Background: an optimization exercise with open tools, aiming at small area, a short achievable clock period and few clock cycles. Do not read the settings as production practice.
Function was checked by simulation only, so behaviour that the tests miss may differ from the original.
Power figures rest on the tool's default switching activity, not on a simulated workload.

==> flow/design.v <==
`default_nettype none
module rc4(clk,
rst,
key_start,
ct_we,
ct_addr,
ct_data,
pt_addr,
pt_data,
found,
failed,
key
);
input wire clk;
input wire rst;
input wire [23:0] key_start;
input wire ct_we;
input wire [4:0] ct_addr;
input wire [7:0] ct_data;
input wire [4:0] pt_addr;
output wire [7:0] pt_data;
output reg found;
output reg failed;
output wire [23:0] key;
reg [2047:0] S;           
reg [7:0] rot;            
reg [7:0] c;              
reg [7:0] xreg;           
reg [7:0] yreg;           
reg [7:0] qw;             
reg [7:0] j;              
reg [7:0] tv;             
reg [4:0] n;              
reg [1:0] m3;             
reg [23:0] kreg;          
reg s_init, s_ksa, s_c2, s_c3, s_chk;
reg [7:0] e_mem [0:31];   
reg [7:0] d_mem [0:31];   
wire [7:0] r0 = S[7:0];
wire [7:0] y = s_ksa ? r0 : yreg;
wire [7:0] q = c + y;
wire [7:0] port = S[{q, 3'b000} +: 8];
wire       we = s_ksa | s_c2 | s_c3;
wire [7:0] waddr = s_c3 ? qw : q;
wire [7:0] x = s_ksa ? r0 : xreg;
wire [7:0] pt = tv ^ e_mem[n];
wire pass = (pt == 8'h20) || ((pt >= 8'h61) && (pt <= 8'h7a));
wire keyend = (kreg >= 24'h3fffff);
wire init = s_init | (s_chk & ~pass & ~keyend);
wire [2047:0] D;
genvar p;
generate
  for (p = 0; p < 255; p = p + 1) begin : g_s
    wire sel = we & (waddr == p + 1);
    assign D[8*p +: 8] = init ? p : (sel ? x : S[8*(p+1) +: 8]);
  end
endgenerate
wire sel255 = we & (waddr == 8'd0);
assign D[2047:2040] = init ? 8'd255 : (s_ksa ? port : (sel255 ? x : r0));
wire [7:0] D1 = D[15:8];
reg [7:0] kb_next;
always @(*) begin
  case (m3)
    2'd0: kb_next = kreg[15:8];
    2'd1: kb_next = kreg[7:0];
    default: kb_next = kreg[23:16];
  endcase
end
wire [23:0] kinc = kreg + 24'd1;
always @(posedge clk) begin
  S <= D;
  rot <= init ? 8'd0 : rot + 8'd1;
  if (ct_we)
    e_mem[ct_addr] <= ct_data;
  if (s_chk)
    d_mem[n] <= pt;
end
always @(posedge clk) begin
  if (rst) begin
    kreg <= key_start;
    found <= 1'b0;
    failed <= 1'b0;
    s_init <= 1'b1;
    s_ksa <= 1'b0;
    s_c2 <= 1'b0;
    s_c3 <= 1'b0;
    s_chk <= 1'b0;
  end else begin
    s_init <= 1'b0;
    if (s_init) begin
      c <= kreg[23:16];
      m3 <= 2'd0;
      n <= 5'd0;
      j <= 8'd0;
      yreg <= 8'd0;
      s_ksa <= 1'b1;
    end
    if (s_ksa) begin
      m3 <= (m3 == 2'd2) ? 2'd0 : m3 + 2'd1;
      if (rot == 8'd255) begin
        c <= 8'd0;
        yreg <= D1;
        xreg <= D1;
        s_ksa <= 1'b0;
        s_c2 <= 1'b1;
      end else
        c <= q + kb_next - 8'd1;
    end
    if (s_c2) begin
      j <= j + yreg;
      c <= yreg - rot - 8'd1;
      yreg <= port;
      xreg <= port;
      qw <= {3'b000, n} - rot;
      s_c2 <= 1'b0;
      s_c3 <= 1'b1;
    end
    if (s_c3) begin
      tv <= (q == qw) ? xreg : port;
      c <= {3'b000, n} + 8'd1 - rot;
      yreg <= 8'd0;
      s_c3 <= 1'b0;
      s_chk <= 1'b1;
    end
    if (s_chk) begin
      s_chk <= 1'b0;
      if (pass) begin
        if (n == 5'd31)
          found <= 1'b1;
        else begin
          n <= n + 5'd1;
          xreg <= port;
          yreg <= port;
          c <= j - rot - 8'd1;
          s_c2 <= 1'b1;
        end
      end else if (keyend)
        failed <= 1'b1;
      else begin
        kreg <= kinc;
        c <= kinc[23:16];
        m3 <= 2'd0;
        n <= 5'd0;
        j <= 8'd0;
        yreg <= 8'd0;
        s_ksa <= 1'b1;
      end
    end
  end
end
assign pt_data = d_mem[pt_addr];
assign key = kreg;
endmodule
==> flow/run.sh <==
#!/bin/bash
# synth_recipe.tcl (not shown) runs the flow's synth.tcl, then flattens the netlist and writes it again
# the make line also repeats each setting of config.mk as NAME=value (left out here)
make -C /OpenROAD-flow-scripts/flow DESIGN_CONFIG=/design/flow/config.mk WORK_HOME=/design/flow/orfs CLKGATE_MAP_FILE= SYNTH_SCRIPT=/design/flow/synth_recipe.tcl finish
==> flow/config.mk <==
export PLATFORM = sky130hd
export DESIGN_NAME = rc4
export DESIGN_NICKNAME = rc4
export VERILOG_FILES = /design/flow/design.v
export SDC_FILE = /design/flow/constraint.sdc
export NUM_CORES = 4
export LEC_CHECK = 0
export CAP_MARGIN = 20
export CORE_MARGIN = 2
export CORE_UTILIZATION = 45
export PLACE_DENSITY = 0.6
export SLEW_MARGIN = 20
==> flow/constraint.sdc <==
create_clock -name core_clock -period 8.0 [get_ports {clk}]
set_input_delay 1.6000 -clock core_clock [delete_from_list [all_inputs] [get_ports {clk}]]
set_output_delay 1.6000 -clock core_clock [all_outputs]
set_load 0.01 [all_outputs]
==> results of run 1 <==
report_power, final:
group	total (W)	switching (W)	internal, W
Combinational	0.00935	0.00643	0.00292
Clock	0.0140	0.00560	0.00836
Sequential	0.0147	0.000346	0.0143
area by class of cell:
class,count,share of cell area
multi-input combinational,7026,0.404
tap,3366,0.0328
antenna,8,0.000156
timing repair buffer,298,0.0232
clock buffer,429,0.0682
clock inverter,88,0.00868
sequential,2659,0.461
inverter,77,0.00231
layer usage:
layer | wire length [microns] | GRT usage | up-vias
met4 | 19500 | 0.134 | 12
met3 | 36700 | 0.0702 | 881
li1 | - | - | 39000
met5 | 85 | 0 | -
met1 | 159000 | 0.398 | 43600
met2 | 170000 | 0.440 | 4103
worst paths after layout:
check / slack, ns / from / endpoint / cells after the start
setup / recovery: 1.38 / s_ksa / S[387] / 13
hold / removal: 0.45 / S[963] / S[955] / 2
setup reg to reg: 1.38 / s_ksa / S[387] / 13
hold reg to reg: 0.45 / S[963] / S[955] / 2
sequential cells by signal, indices dropped and copies added (netlist names), 5 cells and up, named ones only:
name / cells
qw: 8
rot: 8
xreg: 8
c: 8
e_mem: 256
tv: 8
n: 5
yreg: 8
j: 8
d_mem: 256
S: 2048
kreg: 24
cell usage in the layout (no fill, tap or decap), drive strengths merged, types with 32 or more instances in the layout:
cell,n
o211ai,851
nand2,1545
clkdlybuf4s50,72
a211oi,1038
inv,85
ha,60
and3,39
xor2,32
edfxtp,591
nand4,44
dfxtp,2068
o21ai,260
a31oi,39
clkbuf,429
clkinv,50
nand3,218
nor3,35
mux4,605
a22oi,44
nor2,1448
mux2,181
mux2i,150
o22ai,79
buf,226
a21oi,106
xnor2,55
metrics by stage:
| stage | utilization | power, W | hold slack, ns | std cells | instance area, sq um |
|---|---|---|---|---|---|
| after floorplan | - | 0.0202 | 0.445 | 10700 | 115000 |
| after global placement | 0.466 | 0.0239 | 0.454 | 13400 | 118000 |
| after detailed placement | 0.466 | 0.0240 | 0.453 | 13400 | 118000 |
| after CTS | 0.505 | 0.0378 | 0.453 | 13900 | 128000 |
| after global routing | 0.505 | 0.0389 | 0.469 | 13900 | 128000 |
| final | 0.505 | 0.0380 | 0.453 | 14000 | 128000 |
kinds of logic (layout without fill, tap and decap cells):
family,after synthesis,in the layout,share of synthesized area
AO/OA/AOI/OAI,2522,2522,0.165
XOR/XNOR,87,87,0.00664
adder cells (fa/ha/maj),69,69,0.00811
buffers and inverters,1001,892,0.0371
flip-flops,2659,2659,0.515
multiplexers,936,936,0.150
other,0,8,0
AND/OR/NAND/NOR,3412,3412,0.118
worst max-delay path, cell delays in order (launching register included):
cell and delay, ns:
dfxtp_2 0.58, buf_4 0.40, nand2_1 0.17, o21a_1 0.17, fa_4 0.46, nand2b_1 0.20
a21oi_1 0.35, xor2_4 0.79, a21boi_0 0.44, nor2_1 0.81, nand2_1 0.80, nor2_1 1.02
nor2_1 0.09, a211oi_1 0.24
==> metrics.md, run 1 <==
| Metric | Value |
|---|---|
| Run status | timing/DRC/antenna clean |
| Max Cap Viol | 0 |
| Residual DRC count | 0 |
| CTS Sinks | 2659 |
| Reg area | 59200 sq um |
| Seq/Total Area, Yosys | 0.515 |
| Bufs on Longest Clock Path | 4 |
| DR iter-0 viols | 10300 |
| Final hold vios | 0 |
| Post-CTS setup buffers | 0 |
| Multi-input logic area | 51800 sq um |
| Maximum VDD drop | 0.382 mV |
| FP Rows | 185 |
| Crit Path Max Fanout | 26 |
| Fill cells | 22200 |
| Vias in the first global route | 84100 |
| IO Port Bufs | 78 |
| CP Data Arrival Time | 7.48 ns |
| # H-tree levels | 5 |
| # resized after CTS | 0 |
| Synth area leader | dfxtp_1 |
| Leakage | 45.3 nW |
| EDFF count, synth | 591 |
| Tcrit/Tclk final | 0.828 |
| Worst-margin pin slew | 1.34 ns |
| Synthesized cell area | 115000 sq um |
| Area contributors post-synth | dfxtp_1 (36%), edfxtp_1 (15%), mux4_2 (12%), o211ai_1 (5.6%), a211oi_1 (5.5%) |
| Total Wirelength | 385 mm |
| Die width | 509 microns |
| Rel. slew slack | 0.106 |
| Crit path required time | 8.85 ns |
| CTS Buf Count | 304 |
| Drt first pass iters | 7 |
| Critical path endpoint category | register |
| Layout cells sized above 1 | 0.165 |
| CTS tree | built |
| Clock root buffer master | clkbuf_16 |
| Post-CTS Hold Buffers | 0 |
| Hpwl dp | 250 mm |
| NumNets Final | 10500 |
| Largest net degree at the start of global routing | 144 |
| DIE AREA | 259000 sq um |
| Endpoints failing setup | 0 |
| Overflow after GRT | 0 |
| Max Slew Vio Count | 0 |
| F_max | 0.151 GHz |
| Critical path class | register to register |
| I/O pins | 79 |
| Global-route wire length before repair | 571 mm |
| Post-synth cell types | 73 |
| Critical Path Start Type | register |
| Final WS setup | 1.38 ns |
| Wire per inst | 27.6 microns |
| Power per cell area | 296 nW/um^2 |
| Seq cells post-synth | 2659 |
| Cell with the most instances after synthesis | dfxtp_1 |
| Synth cell count leaders | dfxtp_1 (2068), nand2_1 (1545), nor2_1 (1448) |
| RD Place Congestion | 1.01 |
| CTS clk-pin slew, worst paths | 0.06 ns |
| Vias per cell | 6.28 |
| Worst skew pair latency | 0.98 ns |
| Clock skew | 0.0698 ns |
| RSZ-0062 raised after global routing | false |
| Hold WC Path Type | register to register |
| Synth-to-layout area growth | 11.7% |
| GRT Total Usage | 0.292 |
| Pre-CTS setup slack | 1.37 ns |
| Initial antenna violation count | 15 |
| Gate Count Post-Synth | 10700 |
| Final min period | 6.62 ns |
| Die Ht | 509 microns |
| Yosys warning count | 1 |
| Ys async rst share | 0 |
| Synthesized area per cell | 10.7 sq um |
| Most frequently used flop master after synthesis | dfxtp_1 |
| Core Box Area | 254000 sq um |
| Initial Util | 0.452 |
| Setup tns final | 0 ns |
| Vias | 87600 |
| Syn Nets | 10800 |
| Proportion of netlist area held by the largest area contributor | 0.361 |
| Routed Antenna Nets | 0 |
Testbench counts, summed over its fixed seeds: cycles 183,002.
==> run 2, diff against run 1 <==
--- a/flow/design.v
+++ b/flow/design.v
@@ -35,7 +35,7 @@
 reg [23:0] kreg;          
 reg s_init, s_ksa, s_c2, s_c3, s_chk;
 reg [7:0] e_mem [0:31];   
-reg [7:0] d_mem [0:31];   
+reg [4:0] d_mem [0:31];
 wire [7:0] r0 = S[7:0];
 wire [7:0] y = s_ksa ? r0 : yreg;
 wire [7:0] q = c + y;
@@ -73,7 +73,7 @@
   if (ct_we)
     e_mem[ct_addr] <= ct_data;
   if (s_chk)
-    d_mem[n] <= pt;
+    d_mem[n] <= pt[4:0];
 end
 always @(posedge clk) begin
   if (rst) begin
@@ -148,6 +148,7 @@
     end
   end
 end
-assign pt_data = d_mem[pt_addr];
+wire [4:0] pt_low = d_mem[pt_addr];
+assign pt_data = {1'b0, |pt_low, 1'b1, pt_low};
 assign key = kreg;
 endmodule
--- a/flow/config.mk
+++ b/flow/config.mk
@@ -9,4 +9,6 @@
 export CORE_MARGIN = 2
 export CORE_UTILIZATION = 45
 export PLACE_DENSITY = 0.6
+export SETUP_SLACK_MARGIN = 2
 export SLEW_MARGIN = 20
+export TNS_END_PERCENT = 20
==> metrics.md, run 2 <==
| Metric | Value |
|---|---|
| CTS clk-pin slew, worst paths | 0.07 ns (about the same) |
| Proportion of netlist area held by the largest area contributor | 0.375 (+0.0147) |
| GRT Total Usage | 0.278 (-0.0138) |
| F_max | 0.166 GHz (+10%) |
| Gate Count Post-Synth | 10300 (-3.4%) |
| Cell with the most instances after synthesis | dfxtp_1 |
| Run status | timing/DRC/antenna clean |
| Synthesized cell area | 110000 sq um (-3.9%) |
| FF-to-FF path depth | 13 (unchanged) |
| Most flop-heavy register | S |
| Die width | 499 microns (-2.0%) |
| Finished Cell Area | 122000 sq um (-4.8%) |
| Logic pwr share | 0.251 (+0.005) |
| Crit path cell chain | buf_4, o21ai_0, ha_4, inv_1, fa_4, buf_4, buf_6, mux4_2, mux4_2, a211oi_1, o41ai_1, o221ai_1, o21ai_0 |
| Yosys warning count | 1 (unchanged) |
| Share of power burned in registers | 0.393 (+0.007) |
| RD Place Congestion | 0.934 (-7.2%) |
| CP startpoint | s_ksa |
| Vias in the first global route | 80100 (-4.7%) |
| I/O pins | 79 (unchanged) |
| Syn Nets | 10400 (-3.4%) |
| FP Rows | 181 (-2.2%) |
| EDFF count, synth | 495 (-16%) |
| Commonest cells after routing, fill and taps aside | dfxtp_1 (2066), nor2_1 (1462), nand2_1 (1408) |
| DR iter-0 viols | 9658 (-5.9%) |
| CTS tree | built |
| Non-Filler Instances | 13300 (-4.4%) |
| Clock skew | 0.0824 ns (+0.0126 ns) |
| Inst Count DP | 12800 (-4.4%) |
| Synth area leader | dfxtp_1 |
| Total Wirelength | 355 mm (-7.9%) |
| Routed Antenna Nets | 0 (unchanged) |
| Hpwl dp | 229 mm (-8.4%) |
| CTS Sinks | 2563 (-3.6%) |
| Max Slew Vio Count | 0 (unchanged) |
| Crit Path Max Fanout | 55 (+110%) |
| Core Box Area | 243000 sq um (-4.1%) |
| Initial antenna violation count | 11 (-4) |
| Post-synth cell types | 79 (+8.2%) |
| # H-tree levels | 5 (unchanged) |
| NumNets Final | 10000 (-4.1%) |
| RSZ-0062 raised after global routing | true |
| Most frequently used flop master after synthesis | dfxtp_1 |
| Global-route wire length before repair | 531 mm (-6.9%) |
| Layout cells sized above 1 | 0.142 (-0.0231) |
| DIE AREA | 249000 sq um (-3.9%) |
| Clock root buffer master | clkbuf_16 |
| Wire per inst | 26.6 microns (-3.7%) |
| Max Cap Viol | 0 (unchanged) |
| Rel. slew slack | 0.170 (+0.0642) |
| Net Sw Frac | 0.323 (-0.00316) |
| Maximum VDD drop | 0.320 mV (-16%) |
| Fill cells | 21400 (-3.7%) |
| Crit path max-delay cell type | fa_4 |
| Switching power | 0.0116 W (-6.4%) |
| Power per cell area | 294 nW/um^2 (-0.72%) |
| Setup tns final | 0 ns (unchanged) |
| Critical Path Start Type | register |
| CP Capture Point | tv[2] |
| Final hold slack | 0.431 ns (-0.0225 ns) |
| Synthesized area per cell | 10.7 sq um (-0.52%) |
| Max reg flops | 2048 (unchanged) |
| Synth cell count leaders | dfxtp_1 (2068), nor2_1 (1484), nand2_1 (1424) |
| CP Data Arrival Time | 6.66 ns (-0.82 ns) |
| R2R setup slack | 1.98 ns (+0.60 ns) |
| Reg2reg start | s_ksa |
| IO Port Bufs | 76 (-2.6%) |
| Post-CTS Hold Buffers | 0 (unchanged) |
| Drt first pass iters | 6 (-1) |
| Overflow after GRT | 0 (unchanged) |
| RR Endpoint | tv[2] |
| Seq/Total Area, Yosys | 0.510 (-0.00510) |
| DP Area | 113000 sq um (-4.5%) |
| Endpoints failing setup | 0 (unchanged) |
| Clock power share | 0.355 (-0.013) |
| Largest net degree at the start of global routing | 185 (+28%) |
| Worst skew pair latency | 0.96 ns (-0.02 ns) |
| Worst-margin pin slew | 1.24 ns (-0.101 ns) |
| Bufs on Longest Clock Path | 4 (unchanged) |
| Hold WC Path Type | register to register |
| Leading registers by flop count | S: 2048 flops, e_mem: 256 flops, d_mem: 160 flops |
| Critical path class | register to register |
| Vias | 83600 (-4.5%) |
| Area contributors post-synth | dfxtp_1 (38%), mux4_2 (14%), edfxtp_1 (13%), a211oi_1 (7.0%), o211ai_1 (5.3%) |
| CTS Buf Count | 290 (-4.6%) |
| Leakage | 43.1 nW (-4.9%) |
| Seq cells post-synth | 2563 (-3.6%) |
| Vias per cell | 6.26 (-0.20%) |
| Crit path required time | 8.64 ns (-0.21 ns) |
| Final hold vios | 0 (unchanged) |
| Critical path endpoint category | register |
| Final min period | 6.02 ns (-0.601 ns) |
| Synth-to-layout area growth | 10.7% |
| Residual DRC count | 0 (unchanged) |
| Ys async rst share | 0 (unchanged) |
| CP peak stage delay | 1.16 ns (+0.14 ns) |
| Tcrit/Tclk final | 0.753 (-0.0751) |
| Die Ht | 499 microns (-2.0%) |
| Initial Util | 0.453 (+0.000953) |
| Int Power | 0.0243 W (-5.1%) |
| Most common library cell in the layout ignoring fill and taps | dfxtp_1 |
==> run 2: changes by cell type after synthesis, moves of 65 or more <==
cell	before	now
a211oi_1	838	1035
a211oi_2	200	13
edfxtp_1	591	495
mux2_2	179	18
mux4_2	605	698
nand2_1	1545	1424
nand3_1	218	153
o211ai_1	851	781
o22ai_1	79	10
==> run 2: cells by family (layout without fill, tap and decap cells) <==
family	Yosys count	count (layout)	synth area share
AO/OA/AOI/OAI	2433	2433	0.158
buffers and inverters	1032	846	0.0417
flip-flops	2563	2563	0.510
XOR/XNOR	90	90	0.00745
other	2	8	0.0000681
AND/OR/NAND/NOR	3271	3271	0.117
adder cells (fa/ha/maj)	69	69	0.00844
multiplexers	861	861	0.158
==> run 2: layer usage <==
metal / routed length, microns / track usage
met5: 13 / 0
met1: 148000 / 0.385
met4: 17600 / 0.125
met2: 159000 / 0.428
met3: 30200 / 0.0487
==> run 2: final cells by class <==
cell class,instances,area [sq um],area share
multi-input combinational,6726,49800,0.408
antenna,6,15.0,0.000123
tap,3202,4010,0.0328
clock buffer,425,8350,0.0684
sequential,2563,56300,0.461
clock inverter,67,562,0.00460
inverter,79,305,0.00250
timing repair buffer,275,2730,0.0224
==> run 2: power groups by stage <==
stage / Clock (W) / Sequential (W) / Combinational, W
finish: 0.0127 / 0.0141 / 0.00901
global placement: 0 / 0.0144 / 0.00867
detailed placement: 0 / 0.0144 / 0.00870
global route: 0.0134 / 0.0142 / 0.00931
floorplan: 0 / 0.0142 / 0.00565
CTS: 0.0129 / 0.0141 / 0.00874
==> run 2: timing repair <==
action | 4_1_cts | 5_1_grt
setup endpoints to repair | 49 | 143
gates cloned | 0 | 1
buffers inserted | 1 | 4
pin swaps | 1 | 1
gates resized for setup | 5 | 11
==> run 2: how the worst min path moves through the flow <==
stage / cells past startpoint / slack [ns] / end / from
floorplan: 2 / 0.43 / S[2032] / S[2040]
CTS: 2 / 0.44 / S[1590] / S[1598]
global route: 2 / 0.46 / S[1252] / S[1260]
detailed placement: 2 / 0.46 / S[989] / S[997]
finish: 2 / 0.43 / S[1590] / S[1598]
global placement: 2 / 0.45 / S[1379] / S[1387]
==> run 2: through the flow <==
step                worst slack [ns]  total power (W)   util
global route                    1.84           0.0368  0.501
floorplan                       2.37           0.0198      -
detailed placement              1.66           0.0231  0.464
global placement                1.67           0.0230  0.464
finish                          1.98           0.0359  0.501
CTS                             2.02           0.0357  0.501
==> run 2: critical path: cells and delay by family (launching register included) <==
family,cells,cell delay [ns]
fa+ha+maj,2,1.35
mux,2,1.01
compound gates,5,1.72
buf+inv,4,1.07
flops,1,0.49
Testbench counts of run 2, summed over its fixed seeds: cycles 183,002.
==> run 3, diff against run 2 <==
--- a/flow/config.mk
+++ b/flow/config.mk
@@ -7,8 +7,8 @@
 export LEC_CHECK = 0
 export CAP_MARGIN = 20
 export CORE_MARGIN = 2
-export CORE_UTILIZATION = 45
-export PLACE_DENSITY = 0.6
-export SETUP_SLACK_MARGIN = 2
+export CORE_UTILIZATION = 55
+export PLACE_DENSITY = 0.65
+export SETUP_SLACK_MARGIN = 2.5
 export SLEW_MARGIN = 20
 export TNS_END_PERCENT = 20
==> metrics.md, run 3 <==
| Metric | Value |
|---|---|
| Critical Path Start Type | register |
| EDFF count, synth | 495 (unchanged) |
| Leakage | 43.1 nW (about the same) |
| DR iter-0 viols | 10100 (+5.0%) |
| Synth cell count leaders | dfxtp_1 (2068), nor2_1 (1484), nand2_1 (1424) |
| Most frequent CP cell | mux4_2 |
| Power per cell area | 295 nW/um^2 (+0.38%) |
| NumNets Final | 10000 (-0.13%) |
| Reg2reg start | s_ksa |
| Yosys warning count | 1 (unchanged) |
| Total Wirelength | 340 mm (-4.1%) |
| GRT Total Usage | 0.327 (+0.0485) |
| Synth area leader | dfxtp_1 |
| FF-to-FF path depth | 12 (-1) |
| Grt met1 use | 0.446 (+0.0617) |
| Bufs on Longest Clock Path | 4 (unchanged) |
| Max reg flops | 2048 (unchanged) |
| R2R setup slack | 2.48 ns (+0.50 ns) |
| RD Place Congestion | 0.917 (-1.8%) |
| Non-Filler Instances | 12800 (-4.3%) |
| Layout cells sized above 1 | 0.150 (+0.00773) |
| Synthesized cell area | 110000 sq um (unchanged) |
| WHS Path Cells | 2 (unchanged) |
| CP Data Arrival Time | 6.13 ns (-0.53 ns) |
| Setup tns final | 0 ns (unchanged) |
| Crit Path Max Fanout | 36 (-35%) |
| CTS clk-pin slew, worst paths | 0.06 ns (about the same) |
| Finished Cell Area | 122000 sq um (-0.21%) |
| CTS Buf Count | 285 (-1.7%) |
| Clock skew | 0.0395 ns (-0.0429 ns) |
| Worst skew pair latency | 0.93 ns (-0.03 ns) |
| I/O pins | 79 (unchanged) |
| Gate Count Post-Synth | 10300 (unchanged) |
| Max Slew Vio Count | 0 (unchanged) |
| Run status | timing/DRC/antenna clean |
| Drt first pass iters | 8 (+2) |
| Crit path required time | 8.61 ns (-0.03 ns) |
| Seq cells post-synth | 2563 (unchanged) |
| Most frequently used flop master after synthesis | dfxtp_1 |
| GRT met3 Usage | 0.0578 (+0.00909) |
| Clock root buffer master | clkbuf_16 |
| Multi-input logic area | 50100 sq um (+0.61%) |
| Most common library cell in the layout ignoring fill and taps | dfxtp_1 |
| Crit path max-delay cell type | fa_4 |
| Cell with the most instances after synthesis | dfxtp_1 |
| Post-CTS Hold Buffers | 0 (unchanged) |
| Largest net degree at the start of global routing | 192 (+3.8%) |
| Synth-to-layout area growth | 10.4% |
| Vias in the first global route | 79300 (-1.0%) |
| Area contributors post-synth | dfxtp_1 (38%), mux4_2 (14%), edfxtp_1 (13%), a211oi_1 (7.0%), o211ai_1 (5.3%) |
| Tcrit/Tclk final | 0.690 (-0.0624) |
| Syn Nets | 10400 (unchanged) |
| Initial Util | 0.553 (+0.100) |
| Die width | 452 microns (-9.5%) |
| Final WS setup | 2.48 ns (+0.499 ns) |
| Hpwl dp | 218 mm (-5.0%) |
| Rel. slew slack | 0.155 (-0.0150) |
| Final hold vios | 0 (unchanged) |
| Pre-CTS setup slack | 1.63 ns (-0.0359 ns) |
| IO Port Bufs | 76 (unchanged) |
| HP Start | S[1322] |
| Worst-margin pin slew | 1.27 ns (+0.0269 ns) |
| Global-route wire length before repair | 511 mm (-3.9%) |
| WHS Endpoint | S[1314] |
| DIE AREA | 204000 sq um (-18%) |
| F_max | 0.181 GHz (+9.0%) |
| Commonest cells after routing, fill and taps aside | dfxtp_1 (2065), nand2_1 (1405), nor2_1 (1396) |
| Routed Antenna Nets | 0 (unchanged) |
| Proportion of netlist area held by the largest area contributor | 0.375 (unchanged) |
| RR Endpoint | yreg[3] |
| Vias per cell | 6.52 (+4.1%) |
| Die Ht | 452 microns (-9.5%) |
| Final min period | 5.52 ns (-0.499 ns) |
| Vias | 83200 (-0.39%) |
| Max Cap Viol | 0 (unchanged) |
| FP Rows | 164 (-9.4%) |
| CTS Sinks | 2563 (unchanged) |
| Post-synth cell types | 79 (unchanged) |
| CTS tree | built |
| Grt met2 use | 0.511 (+0.0826) |
| Critical path endpoint category | register |
| Synthesized area per cell | 10.7 sq um (unchanged) |
| Leading registers by flop count | S: 2048 flops, e_mem: 256 flops, d_mem: 160 flops |
| Most Used Layer, Global Route | met2 |
| Hold WC Path Type | register to register |
| Ys async rst share | 0 (unchanged) |
| Inst Count DP | 12300 (-4.4%) |
| RSZ-0062 raised after global routing | true |
| Residual DRC count | 0 (unchanged) |
| Crit path cell chain | buf_8, nand2_1, o21a_1, fa_4, buf_12, buf_4, mux4_2, mux4_2, a211oi_2, nor3_1, o221ai_1, o32ai_1 |
| Wire per inst | 26.7 microns (+0.17%) |
| Endpoints failing setup | 0 (unchanged) |
| CP peak stage delay | 0.84 ns (-0.32 ns) |
| Initial antenna violation count | 9 (-2) |
| # H-tree levels | 5 (unchanged) |
| DP Area | 112000 sq um (-0.77%) |
| Seq/Total Area, Yosys | 0.510 (unchanged) |
| Core Box Area | 199000 sq um (-18%) |
| Most flop-heavy register | S |
| Fill cells | 16100 (-25%) |
| Overflow after GRT | 0 (unchanged) |
| Maximum VDD drop | 0.429 mV (+34%) |
| Critical path class | register to register |
| Reg area | 56300 sq um (about the same) |
run 3: cell counts after synthesis:
No cell type changed its count.
run 3: cell families (layout without fill, tap and decap cells):
| logic type | after synthesis | after routing | synth area share |
|---|---|---|---|
| other | 2 | 4 | 0.0000681 |
| buffers and inverters | 1032 | 824 | 0.0417 |
| AND/OR/NAND/NOR | 3271 | 3271 | 0.117 |
| AO/OA/AOI/OAI | 2433 | 2433 | 0.158 |
| flip-flops | 2563 | 2563 | 0.510 |
| multiplexers | 861 | 861 | 0.158 |
| adder cells (fa/ha/maj) | 69 | 69 | 0.00844 |
| XOR/XNOR | 90 | 90 | 0.00745 |
run 3: worst max path at each step:
stage | slack [ns] | from | to
finish | 2.48 | s_ksa | yreg[3]
global route | 2.41 | s_ksa | S[1058]
CTS | 2.28 | s_ksa | c[7]
detailed placement | 1.63 | s_ksa | S[645]
global placement | 1.59 | pt_addr[0] | pt_data[6]
floorplan | 2.52 | pt_addr[0] | pt_data[6]
run 3: report_power, final:
group	switching, W	internal, W	total [W]
Clock	0.00522	0.00754	0.0128
Combinational	0.00589	0.00317	0.00906
Sequential	0.000371	0.0137	0.0141
Total	0.0115	0.0245	0.0359
run 3: final cells by class:
type | instances | area share
Antenna cell | 2 | 0.0000411
Tap cell | 2656 | 0.0273
Inverter | 79 | 0.00284
Timing Repair Buffer | 267 | 0.0229
Multi-Input combinational cell | 6726 | 0.412
Clock inverter | 65 | 0.00548
Clock buffer | 413 | 0.0680
Sequential cell | 2563 | 0.462
run 3: layer usage:
layer,part of all wire,wire length [microns]
met5,0.00014,49
met2,0.46,157000
met3,0.088,30100
met4,0.047,16100
met1,0.40,137000
run 3: what timing repair did:
action | CTS | global route
endpoints found under the setup margin | 1618 | 1657
gates resized for setup | 46 | 102
endpoints found under the hold margin | 0 | 0
buffers inserted | 6 | 4
cloned | 5 | 0
pin swaps | 2 | 1
run 3: worst max-delay path: cells and delay by family (launching register included):
family | cells | cell delay, ns
flip-flops | 1 | 0.49
multiplexers | 2 | 1.11
buffers and inverters | 3 | 1.03
AND/OR/NAND/NOR | 2 | 0.27
adder cells (fa/ha/maj) | 1 | 0.84
AO/OA/AOI/OAI | 4 | 1.38
run 3: stage by stage:
stage / util / total power, W / hold WS (ns)
finish: 0.611 / 0.0359 / 0.463
global route: 0.611 / 0.0369 / 0.494
CTS: 0.609 / 0.0357 / 0.460
detailed placement: 0.562 / 0.0229 / 0.465
global placement: 0.562 / 0.0228 / 0.452
floorplan: - / 0.0198 / 0.433

-- static timing again, ports no longer ideal --
In the flow no input, the clock included, has a driving cell. The finished layouts below were timed again as built, in two steps. Step 1, drivers: a clkbuf_16 drives clk and a buf_2 each remaining input, both assumed. Step 2 moves the port delays by t, midway between the first and last clock arrival at a register: inputs arrive t later, outputs are due t later. That takes back most of the time a late clock gives input paths. a / b / c = no drivers / after step 1 / after step 2; a / b = the first two.
run | t, ns | setup slack, ns | worst slew at a driven data input, ns
run 1 | 1.035 | 1.378 / 1.378 / 1.378 | 0.06
run 2 | 1.016 | 1.979 / 1.979 / 1.979 | 0.05
run 3 | 0.996 | 2.478 / 2.473 / 2.473 | 0.13
After both steps setup and hold are still met in every run listed. The setup slack of run 3, which loses most, moves by -0.005 ns with the drivers and by -0.005 ns with both steps.
